Source: an optimization exercise on an open RTL-to-GDS flow (aim: small area and a short achievable clock period). Production flows keep margins and buffers that such runs may drop.
The RTL was checked by simulation tests, not by an equivalence proof against the original design.

==> inputs of run a <==
==> flow/design.v (excerpt) <==
module Project(
      input clock,
      input reset,
      output [7:0]  imem_addr,
      input  [15:0] imem_data,
      output [15:0] dmem_addr,
      output [15:0] dmem_wdata,
      output        dmem_we,
      input  [15:0] dmem_rdata,
      output        wb_en,
      output [2:0]  wb_dest,
      output [15:0] wb_data
  );
  wire stall_n;
  wire zero;
  reg  [7:0]  pc;
  reg  [15:0] ir;         
  reg         id_jmp;     
  reg  [2:0]  id_src2;    
  reg         id_br;      
  wire [3:0]  if_op = imem_data[15:12];
  wire [7:0]  br8 = {{2{ir[5]}}, ir[5:0]};
  wire [7:0]  pc_inc = pc + 8'd1;
  wire [7:0]  pc_next = id_jmp ? br8 : id_br ? pc_inc + br8 : pc_inc;
  always @(posedge clock) begin
    if (reset) begin
      pc <= 8'd0;
      ir[15:3] <= 13'd0;
      id_jmp <= 1'b0;
      id_src2 <= 3'd0;
      id_br <= 1'b0;
    end else if (stall_n) begin
      pc <= pc_next;
      ir[15:3] <= imem_data[15:3];
      id_jmp <= if_op == 4'd14;
      id_src2 <= (if_op == 4'd12) ? imem_data[11:9] : imem_data[5:3];
      id_br <= (if_op == 4'd13) & zero;
    end
  end
  always @(posedge clock)
    if (stall_n) ir[2:0] <= imem_data[2:0];
  wire [3:0] op = ir[15:12];
  wire [2:0] rd = ir[11:9];
  wire [2:0] rs = ir[8:6];
  wire [2:0] src2 = id_src2;
  reg        ex_wb, mem_wb, wb_wb;
  reg [2:0]  ex_rd, mem_rd, wb_rd;
  function hit(input [2:0] r, input e1, input [2:0] d1, input e2, input [2:0] d2, input e3, input [2:0] d3);
    hit = (r != 3'd0) & ((e1 & (r == d1)) | (e2 & (r == d2)) | (e3 & (r == d3)));
  endfunction
  assign stall_n = ~(hit(rs, ex_wb, ex_rd, mem_wb, mem_rd, wb_wb, wb_rd) |
  ...
export LEC_CHECK = 0
export CAP_MARGIN = 20
export CORE_MARGIN = 2
export CORE_UTILIZATION = 60
export CTS_BUF_LIST = sky130_fd_sc_hd__clkbuf_8
export CTS_CLUSTER_DIAMETER = 100
export CTS_CLUSTER_SIZE = 14
export GPL_TIMING_DRIVEN = 0
export SLEW_MARGIN = 20
export TNS_END_PERCENT = 0
create_clock -name core_clock -period 8.0 [get_ports {clock}]
standard.sh (not shown) runs the stock make flow with config.mk's settings and CLKGATE_MAP_FILE= SYNTH_SCRIPT=/design/flow/synth_recipe.tcl, a recipe that flattens the netlist after the stock synthesis.
==> flow/flow/run.sh <==
#!/bin/bash
set -euo pipefail
export SETUP_SLACK_MARGIN=5.45
export BUFFER_PORTS_ARGS="-buffer_cell sky130_fd_sc_hd__buf_1"
bash standard.sh > standard.log 2>&1
==> run b (differences from run a) <==
--- a/flow/design.v
+++ b/flow/design.v
@@ -213,37 +213,37 @@
   wire stall_n;
   wire zero;
   reg  [7:0]  pc;
   reg  [15:0] ir;         
   reg         id_jmp;     
-  reg  [2:0]  id_src2;    
+  reg         id_st;      
   reg         id_br;      
   wire [3:0]  if_op = imem_data[15:12];
   wire [7:0]  br8 = {{2{ir[5]}}, ir[5:0]};
   wire [7:0]  pc_inc = pc + 8'd1;
   wire [7:0]  pc_next = id_jmp ? br8 : id_br ? pc_inc + br8 : pc_inc;
   always @(posedge clock) begin
     if (reset) begin
       pc <= 8'd0;
       ir[15:3] <= 13'd0;
       id_jmp <= 1'b0;
-      id_src2 <= 3'd0;
+      id_st <= 1'b0;
       id_br <= 1'b0;
     end else if (stall_n) begin
       pc <= pc_next;
       ir[15:3] <= imem_data[15:3];
       id_jmp <= if_op == 4'd14;
-      id_src2 <= (if_op == 4'd12) ? imem_data[11:9] : imem_data[5:3];
+      id_st <= if_op == 4'd12;
       id_br <= (if_op == 4'd13) & zero;
     end
   end
   always @(posedge clock)
     if (stall_n) ir[2:0] <= imem_data[2:0];
   wire [3:0] op = ir[15:12];
   wire [2:0] rd = ir[11:9];
   wire [2:0] rs = ir[8:6];
-  wire [2:0] src2 = id_src2;
+  wire [2:0] src2 = id_st ? rd : ir[5:3];
   reg        ex_wb, mem_wb, wb_wb;
   reg [2:0]  ex_rd, mem_rd, wb_rd;
   function hit(input [2:0] r, input e1, input [2:0] d1, input e2, input [2:0] d2, input e3, input [2:0] d3);
     hit = (r != 3'd0) & ((e1 & (r == d1)) | (e2 & (r == d2)) | (e3 & (r == d3)));
   endfunction
@@ -266,20 +266,20 @@
         if (wen[k])
           regs[16*k +: 16] <= wb_val;
       end
     end
   endgenerate
-  reg [15:0] rdata1, rdata2;
-  integer n;
-  always @(*) begin
-    rdata1 = 16'd0;
-    rdata2 = 16'd0;
-    for (n = 1; n < 8; n = n + 1) begin
-      rdata1 = rdata1 | ({16{rs == n && valid[n]}} & regs[16*n +: 16]);
-      rdata2 = rdata2 | ({16{src2 == n && valid[n]}} & regs[16*n +: 16]);
+  function [15:0] rdreg(input [2:0] r);
+    integer k;
+    begin
+      rdreg = 16'd0;
+      for (k = 1; k < 8; k = k + 1)
+        rdreg = rdreg | ({16{r == k && valid[k]}} & regs[16*k +: 16]);
     end
-  end
+  endfunction
+  wire [15:0] rdata1 = rdreg(rs);
+  wire [15:0] rdata2 = rdreg(src2);
   wire d_wb   = (op != 4'd0) & (op <= 4'd11);
   wire d_imm  = (op == 4'd10) | (op == 4'd11) | (op == 4'd12);
   wire d_ld   = op == 4'd11;
   wire d_st   = op == 4'd12;
   wire d_sub  = op == 4'd2;
@@ -331,22 +331,32 @@
       4'd3: res_o = a & bb;
       4'd4: res_o = a | bb;
       4'd5: res_o = a ^ bb;
       4'd6: res_o = {a[14:0], a[0]};
       4'd7: res_o = {a[15], a[15:1]};
-      default: res_o = {1'b0, a[15:1]};
+      4'd8: res_o = {1'b0, a[15:1]};
+      default: res_o = m0;
     endcase
   end
   wire use_sum = (ex_cmd < 4'd3) | (ex_cmd > 4'd9);
-  wire [15:0] res = is_mul ? m0 : use_sum ? sum : res_o;
-  wire z_addsub = ~|((a ^ bb) ^ {(a[14:0] | bb[14:0]), ex_cin});    
+  wire [15:0] res = use_sum ? sum : res_o;
+  wire [15:0] ax = a ^ bb;
+  wire [15:0] ao = a | bb;
+  wire z_addsub = ~|(ax ^ {ao[14:0], ex_cin});    
+  wire z_a = ~|a;
+  wire z_b = ~|bb;
   reg zf;
   always @(*) begin
     case (ex_cmd)
       4'd1, 4'd2: zf = z_addsub;
-      4'd3, 4'd4, 4'd5, 4'd6, 4'd7, 4'd8: zf = ~|res_o;
-      4'd9: zf = ~|a | ~|bb;
+      4'd3: zf = ~|(a & bb);
+      4'd4: zf = z_a & z_b;
+      4'd5: zf = ~|ax;
+      4'd6: zf = ~|a[14:0];
+      4'd7: zf = z_a;
+      4'd8: zf = ~|a[15:1];
+      4'd9: zf = z_a | z_b;
       default: zf = 1'b1;
     endcase
   end
   assign zero = zf;
   reg  [15:0] mem_s, mem_c, mem_t;
==> flow/flow/run.sh (replaced) <==
#!/bin/bash
set -euo pipefail
export SETUP_SLACK_MARGIN=5.3
export BUFFER_PORTS_ARGS="-buffer_cell sky130_fd_sc_hd__buf_1"
bash standard.sh > standard.log 2>&1
--- a/flow/config.mk
+++ b/flow/config.mk
@@ -7,10 +7,8 @@
 export LEC_CHECK = 0
 export CAP_MARGIN = 20
 export CORE_MARGIN = 2
 export CORE_UTILIZATION = 60
 export CTS_BUF_LIST = sky130_fd_sc_hd__clkbuf_8
-export CTS_CLUSTER_DIAMETER = 100
-export CTS_CLUSTER_SIZE = 14
-export GPL_TIMING_DRIVEN = 0
+export CTS_CLUSTER_SIZE = 20
 export SLEW_MARGIN = 20
 export TNS_END_PERCENT = 0
==> run c (differences from run a) <==
--- a/flow/design.v
+++ b/flow/design.v
@@ -213,73 +213,67 @@
   wire stall_n;
   wire zero;
   reg  [7:0]  pc;
   reg  [15:0] ir;         
   reg         id_jmp;     
-  reg  [2:0]  id_src2;    
+  reg         id_st;      
   reg         id_br;      
   wire [3:0]  if_op = imem_data[15:12];
   wire [7:0]  br8 = {{2{ir[5]}}, ir[5:0]};
   wire [7:0]  pc_inc = pc + 8'd1;
   wire [7:0]  pc_next = id_jmp ? br8 : id_br ? pc_inc + br8 : pc_inc;
   always @(posedge clock) begin
     if (reset) begin
       pc <= 8'd0;
       ir[15:3] <= 13'd0;
       id_jmp <= 1'b0;
-      id_src2 <= 3'd0;
+      id_st <= 1'b0;
       id_br <= 1'b0;
     end else if (stall_n) begin
       pc <= pc_next;
       ir[15:3] <= imem_data[15:3];
       id_jmp <= if_op == 4'd14;
-      id_src2 <= (if_op == 4'd12) ? imem_data[11:9] : imem_data[5:3];
+      id_st <= if_op == 4'd12;
       id_br <= (if_op == 4'd13) & zero;
     end
   end
   always @(posedge clock)
     if (stall_n) ir[2:0] <= imem_data[2:0];
   wire [3:0] op = ir[15:12];
   wire [2:0] rd = ir[11:9];
   wire [2:0] rs = ir[8:6];
-  wire [2:0] src2 = id_src2;
+  wire [2:0] src2 = id_st ? rd : ir[5:3];
   reg        ex_wb, mem_wb, wb_wb;
   reg [2:0]  ex_rd, mem_rd, wb_rd;
   function hit(input [2:0] r, input e1, input [2:0] d1, input e2, input [2:0] d2, input e3, input [2:0] d3);
     hit = (r != 3'd0) & ((e1 & (r == d1)) | (e2 & (r == d2)) | (e3 & (r == d3)));
   endfunction
   assign stall_n = ~(hit(rs, ex_wb, ex_rd, mem_wb, mem_rd, wb_wb, wb_rd) |
                      hit(src2, ex_wb, ex_rd, mem_wb, mem_rd, wb_wb, wb_rd) |
                      hit(rd, ex_wb, ex_rd, mem_wb, mem_rd, wb_wb, wb_rd));
-  reg [127:16] regs;    
+  reg [15:0] regs [1:7];
   reg [7:1]  valid;
   reg [15:0] wb_val;
-  wire [7:1] wen;
-  genvar k;
-  generate
-    for (k = 1; k < 8; k = k + 1) begin : rf
-      assign wen[k] = wb_wb & (wb_rd == k);
-      always @(posedge clock) begin
-        if (reset)
-          valid[k] <= 1'b0;
-        else if (wen[k])
-          valid[k] <= 1'b1;
-        if (wen[k])
-          regs[16*k +: 16] <= wb_val;
-      end
-    end
-  endgenerate
-  reg [15:0] rdata1, rdata2;
-  integer n;
-  always @(*) begin
-    rdata1 = 16'd0;
-    rdata2 = 16'd0;
-    for (n = 1; n < 8; n = n + 1) begin
-      rdata1 = rdata1 | ({16{rs == n && valid[n]}} & regs[16*n +: 16]);
-      rdata2 = rdata2 | ({16{src2 == n && valid[n]}} & regs[16*n +: 16]);
-    end
+  always @(posedge clock) begin
+    if (reset)
+      valid <= 7'd0;
+    else if (wb_wb && wb_rd != 3'd0)
+      valid[wb_rd] <= 1'b1;
   end
+  always @(posedge clock)
+    if (wb_wb && wb_rd != 3'd0)
+      regs[wb_rd] <= wb_val;
+  function [15:0] rdreg(input [2:0] r);
+    integer k;
+    begin
+      rdreg = 16'd0;
+      for (k = 1; k < 8; k = k + 1)
+        rdreg = rdreg | ({16{r == k && valid[k]}} & regs[k]);
+    end
+  endfunction
+  wire [15:0] rdata1 = rdreg(rs);
+  wire [15:0] rdata2 = rdreg(src2);
   wire d_wb   = (op != 4'd0) & (op <= 4'd11);
   wire d_imm  = (op == 4'd10) | (op == 4'd11) | (op == 4'd12);
   wire d_ld   = op == 4'd11;
   wire d_st   = op == 4'd12;
   wire d_sub  = op == 4'd2;
@@ -331,22 +325,32 @@
       4'd3: res_o = a & bb;
       4'd4: res_o = a | bb;
       4'd5: res_o = a ^ bb;
       4'd6: res_o = {a[14:0], a[0]};
       4'd7: res_o = {a[15], a[15:1]};
-      default: res_o = {1'b0, a[15:1]};
+      4'd8: res_o = {1'b0, a[15:1]};
+      default: res_o = m0;
     endcase
   end
   wire use_sum = (ex_cmd < 4'd3) | (ex_cmd > 4'd9);
-  wire [15:0] res = is_mul ? m0 : use_sum ? sum : res_o;
-  wire z_addsub = ~|((a ^ bb) ^ {(a[14:0] | bb[14:0]), ex_cin});    
+  wire [15:0] res = use_sum ? sum : res_o;
+  wire [15:0] ax = a ^ bb;
+  wire [15:0] ao = a | bb;
+  wire z_addsub = ~|(ax ^ {ao[14:0], ex_cin});    
+  wire z_a = ~|a;
+  wire z_b = ~|bb;
   reg zf;
   always @(*) begin
     case (ex_cmd)
       4'd1, 4'd2: zf = z_addsub;
-      4'd3, 4'd4, 4'd5, 4'd6, 4'd7, 4'd8: zf = ~|res_o;
-      4'd9: zf = ~|a | ~|bb;
+      4'd3: zf = ~|(a & bb);
+      4'd4: zf = z_a & z_b;
+      4'd5: zf = ~|ax;
+      4'd6: zf = ~|a[14:0];
+      4'd7: zf = z_a;
+      4'd8: zf = ~|a[15:1];
+      4'd9: zf = z_a | z_b;
       default: zf = 1'b1;
     endcase
   end
   assign zero = zf;
   reg  [15:0] mem_s, mem_c, mem_t;
==> flow/flow/run.sh (replaced) <==
#!/bin/bash
set -euo pipefail
export SETUP_SLACK_MARGIN=5.3
export BUFFER_PORTS_ARGS="-buffer_cell sky130_fd_sc_hd__buf_1"
bash standard.sh > standard.log 2>&1
==> flow/config.mk (replaced) <==
export PLATFORM = sky130hd
export DESIGN_NAME = Project
export DESIGN_NICKNAME = Project
export VERILOG_FILES = /design/flow/design.v
export SDC_FILE = /design/flow/constraint.sdc
export NUM_CORES = 4
export LEC_CHECK = 0
export CAP_MARGIN = 20
export CORE_MARGIN = 2
export CORE_UTILIZATION = 70
export CTS_BUF_LIST = sky130_fd_sc_hd__clkbuf_8
export CTS_CLUSTER_SIZE = 20
export PLACE_DENSITY = 0.75
export SLEW_MARGIN = 20
==> run d (differences from run a) <==
--- a/flow/design.v
+++ b/flow/design.v
@@ -213,73 +213,67 @@
   wire stall_n;
   wire zero;
   reg  [7:0]  pc;
   reg  [15:0] ir;         
   reg         id_jmp;     
-  reg  [2:0]  id_src2;    
+  reg         id_st;      
   reg         id_br;      
   wire [3:0]  if_op = imem_data[15:12];
   wire [7:0]  br8 = {{2{ir[5]}}, ir[5:0]};
   wire [7:0]  pc_inc = pc + 8'd1;
   wire [7:0]  pc_next = id_jmp ? br8 : id_br ? pc_inc + br8 : pc_inc;
   always @(posedge clock) begin
     if (reset) begin
       pc <= 8'd0;
       ir[15:3] <= 13'd0;
       id_jmp <= 1'b0;
-      id_src2 <= 3'd0;
+      id_st <= 1'b0;
       id_br <= 1'b0;
     end else if (stall_n) begin
       pc <= pc_next;
       ir[15:3] <= imem_data[15:3];
       id_jmp <= if_op == 4'd14;
-      id_src2 <= (if_op == 4'd12) ? imem_data[11:9] : imem_data[5:3];
+      id_st <= if_op == 4'd12;
       id_br <= (if_op == 4'd13) & zero;
     end
   end
   always @(posedge clock)
     if (stall_n) ir[2:0] <= imem_data[2:0];
   wire [3:0] op = ir[15:12];
   wire [2:0] rd = ir[11:9];
   wire [2:0] rs = ir[8:6];
-  wire [2:0] src2 = id_src2;
+  wire [2:0] src2 = id_st ? rd : ir[5:3];
   reg        ex_wb, mem_wb, wb_wb;
   reg [2:0]  ex_rd, mem_rd, wb_rd;
   function hit(input [2:0] r, input e1, input [2:0] d1, input e2, input [2:0] d2, input e3, input [2:0] d3);
     hit = (r != 3'd0) & ((e1 & (r == d1)) | (e2 & (r == d2)) | (e3 & (r == d3)));
   endfunction
   assign stall_n = ~(hit(rs, ex_wb, ex_rd, mem_wb, mem_rd, wb_wb, wb_rd) |
                      hit(src2, ex_wb, ex_rd, mem_wb, mem_rd, wb_wb, wb_rd) |
                      hit(rd, ex_wb, ex_rd, mem_wb, mem_rd, wb_wb, wb_rd));
-  reg [127:16] regs;    
+  reg [15:0] regs [1:7];
   reg [7:1]  valid;
   reg [15:0] wb_val;
-  wire [7:1] wen;
-  genvar k;
-  generate
-    for (k = 1; k < 8; k = k + 1) begin : rf
-      assign wen[k] = wb_wb & (wb_rd == k);
-      always @(posedge clock) begin
-        if (reset)
-          valid[k] <= 1'b0;
-        else if (wen[k])
-          valid[k] <= 1'b1;
-        if (wen[k])
-          regs[16*k +: 16] <= wb_val;
-      end
-    end
-  endgenerate
-  reg [15:0] rdata1, rdata2;
-  integer n;
-  always @(*) begin
-    rdata1 = 16'd0;
-    rdata2 = 16'd0;
-    for (n = 1; n < 8; n = n + 1) begin
-      rdata1 = rdata1 | ({16{rs == n && valid[n]}} & regs[16*n +: 16]);
-      rdata2 = rdata2 | ({16{src2 == n && valid[n]}} & regs[16*n +: 16]);
-    end
+  always @(posedge clock) begin
+    if (reset)
+      valid <= 7'd0;
+    else if (wb_wb && wb_rd != 3'd0)
+      valid[wb_rd] <= 1'b1;
   end
+  always @(posedge clock)
+    if (wb_wb && wb_rd != 3'd0)
+      regs[wb_rd] <= wb_val;
+  function [15:0] rdreg(input [2:0] r);
+    integer k;
+    begin
+      rdreg = 16'd0;
+      for (k = 1; k < 8; k = k + 1)
+        rdreg = rdreg | ({16{r == k && valid[k]}} & regs[k]);
+    end
+  endfunction
+  wire [15:0] rdata1 = rdreg(rs);
+  wire [15:0] rdata2 = rdreg(src2);
   wire d_wb   = (op != 4'd0) & (op <= 4'd11);
   wire d_imm  = (op == 4'd10) | (op == 4'd11) | (op == 4'd12);
   wire d_ld   = op == 4'd11;
   wire d_st   = op == 4'd12;
   wire d_sub  = op == 4'd2;
@@ -331,22 +325,32 @@
       4'd3: res_o = a & bb;
       4'd4: res_o = a | bb;
       4'd5: res_o = a ^ bb;
       4'd6: res_o = {a[14:0], a[0]};
       4'd7: res_o = {a[15], a[15:1]};
-      default: res_o = {1'b0, a[15:1]};
+      4'd8: res_o = {1'b0, a[15:1]};
+      default: res_o = m0;
     endcase
   end
   wire use_sum = (ex_cmd < 4'd3) | (ex_cmd > 4'd9);
-  wire [15:0] res = is_mul ? m0 : use_sum ? sum : res_o;
-  wire z_addsub = ~|((a ^ bb) ^ {(a[14:0] | bb[14:0]), ex_cin});    
+  wire [15:0] res = use_sum ? sum : res_o;
+  wire [15:0] ax = a ^ bb;
+  wire [15:0] ao = a | bb;
+  wire z_addsub = ~|(ax ^ {ao[14:0], ex_cin});    
+  wire z_a = ~|a;
+  wire z_b = ~|bb;
   reg zf;
   always @(*) begin
     case (ex_cmd)
       4'd1, 4'd2: zf = z_addsub;
-      4'd3, 4'd4, 4'd5, 4'd6, 4'd7, 4'd8: zf = ~|res_o;
-      4'd9: zf = ~|a | ~|bb;
+      4'd3: zf = ~|(a & bb);
+      4'd4: zf = z_a & z_b;
+      4'd5: zf = ~|ax;
+      4'd6: zf = ~|a[14:0];
+      4'd7: zf = z_a;
+      4'd8: zf = ~|a[15:1];
+      4'd9: zf = z_a | z_b;
       default: zf = 1'b1;
     endcase
   end
   assign zero = zf;
   reg  [15:0] mem_s, mem_c, mem_t;
==> flow/flow/run.sh (replaced) <==
#!/bin/bash
set -euo pipefail
export SETUP_SLACK_MARGIN=5.3
export BUFFER_PORTS_ARGS="-buffer_cell sky130_fd_sc_hd__buf_1"
bash standard.sh > standard.log 2>&1
==> flow/config.mk (replaced) <==
export PLATFORM = sky130hd
export DESIGN_NAME = Project
export DESIGN_NICKNAME = Project
export VERILOG_FILES = /design/flow/design.v
export SDC_FILE = /design/flow/constraint.sdc
export NUM_CORES = 4
export LEC_CHECK = 0
export CAP_MARGIN = 20
export CORE_MARGIN = 2
export CORE_UTILIZATION = 60
export SLEW_MARGIN = 20
==> impl_metrics.ini <==
[run_status]
status = timing/DRC/antenna clean

[detailed_routing]
routed_via_density = 6.678

[die]
taps = 378

[cts]
h-tree-depth = 1

[layout]
antenna_cells = 2

[synthesis]
yosysUniqueCellTypes = 80
synth_area_sq_um = 16760

[sta]
whs_ns = 0.3947
setup_ws_ns = 5.240

[pwr]
power_density_nw_per_um2 = 304.3

[setup_path]
end_kind = primary output
the above is filed under run d

==> impl_metrics.ini <==
[pwr]
power_density_nw_per_um2 = 301.2

[run_status]
status = timing/DRC/antenna clean

[sta]
setup_viol = 0
whs_ns = 0.3343
setup_ws_ns = 5.213

[die]
core-area_sq_um = 26060
taps = 335

[detailed_routing]
routed_via_density = 6.490

[cts]
h-tree-depth = 1

[setup_path]
end_kind = register

[synthesis]
yosysUniqueCellTypes = 73
synth_area_sq_um = 15950

[layout]
nNonClkInverters = 68
antenna_cells = 1

[global_routing]
antenna_found_initial = 2
the above is filed under run a

==> impl_metrics.ini <==
[sta]
whs_ns = 0.3888
setup_ws_ns = 5.193

[cts]
h-tree-depth = 2

[layout]
nNonClkBuffers = 192
seq_cell_count = 277
fillers = 1334
antenna_cells = 0

[place]
gp_congestion = 0.9911

[die]
taps = 319

[pwr]
power.net_switching_mw = 2.386
power_density_nw_per_um2 = 303.0

[synthesis]
synth_area_sq_um = 16760
yosysUniqueCellTypes = 80

[run_status]
status = timing/DRC/antenna clean

[setup_path]
end_kind = register

[detailed_routing]
routed_via_density = 7.041
the above is filed under run c

==> impl_metrics.ini <==
[run_status]
status = timing/DRC/antenna clean

[layout]
nNonClkBuffers = 174
antenna_cells = 0
nNonClkInverters = 81

[synthesis]
yosysUniqueCellTypes = 84
synth_area_sq_um = 16820

[die]
taps = 378

[setup_path]
path_delay_family = flip-flops
end_kind = primary output

[pwr]
power_density_nw_per_um2 = 300.5

[sta]
slew_violations = 0
setup_ws_ns = 5.260
whs_ns = 0.3253

[detailed_routing]
drtPass1Iterations = 9
met1_length_microns = 21190

[cts]
clk_pin_slew_ns = 0.06
h-tree-depth = 2
clockRootBuffer = clkbuf_8
the above is filed under run b

[port drivers added, routing unchanged]
In the flow no input, the clock included, has a driving cell. The finished layouts below were timed again as built, in two steps.
Step 1 sets driving cells, clkbuf_16 on the clock port and buf_2 on the other inputs (assumed; they add their load-dependent delay and slew).
Step 2, shift: input delay + t, output delay - t, t = (earliest + latest rising clock arrival at the registers) / 2. This alone moves slack from input paths to output paths.
Three values: ideal, step 1, step 2; two values: the first two.
| run | t, ns | setup slack, ns | worst setup path at the end | worst slew at a driven data input, ns |
|---|---|---|---|---|
| run a | 0.615 | 5.213 / 5.197 / 4.845 | input to register | 0.04 |
| run b | 0.614 | 5.260 / 5.215 / 4.819 | input to register | 0.03 |
| run c | 0.621 | 5.193 / 5.143 / 4.971 | input to register | 0.04 |
| run d | 0.621 | 5.240 / 5.185 / 5.036 | input to register | 0.04 |
After both steps setup and hold are still met in every run listed. For run b, which loses most, drivers alone change the setup slack by -0.045 ns; drivers and shift together by -0.441 ns.
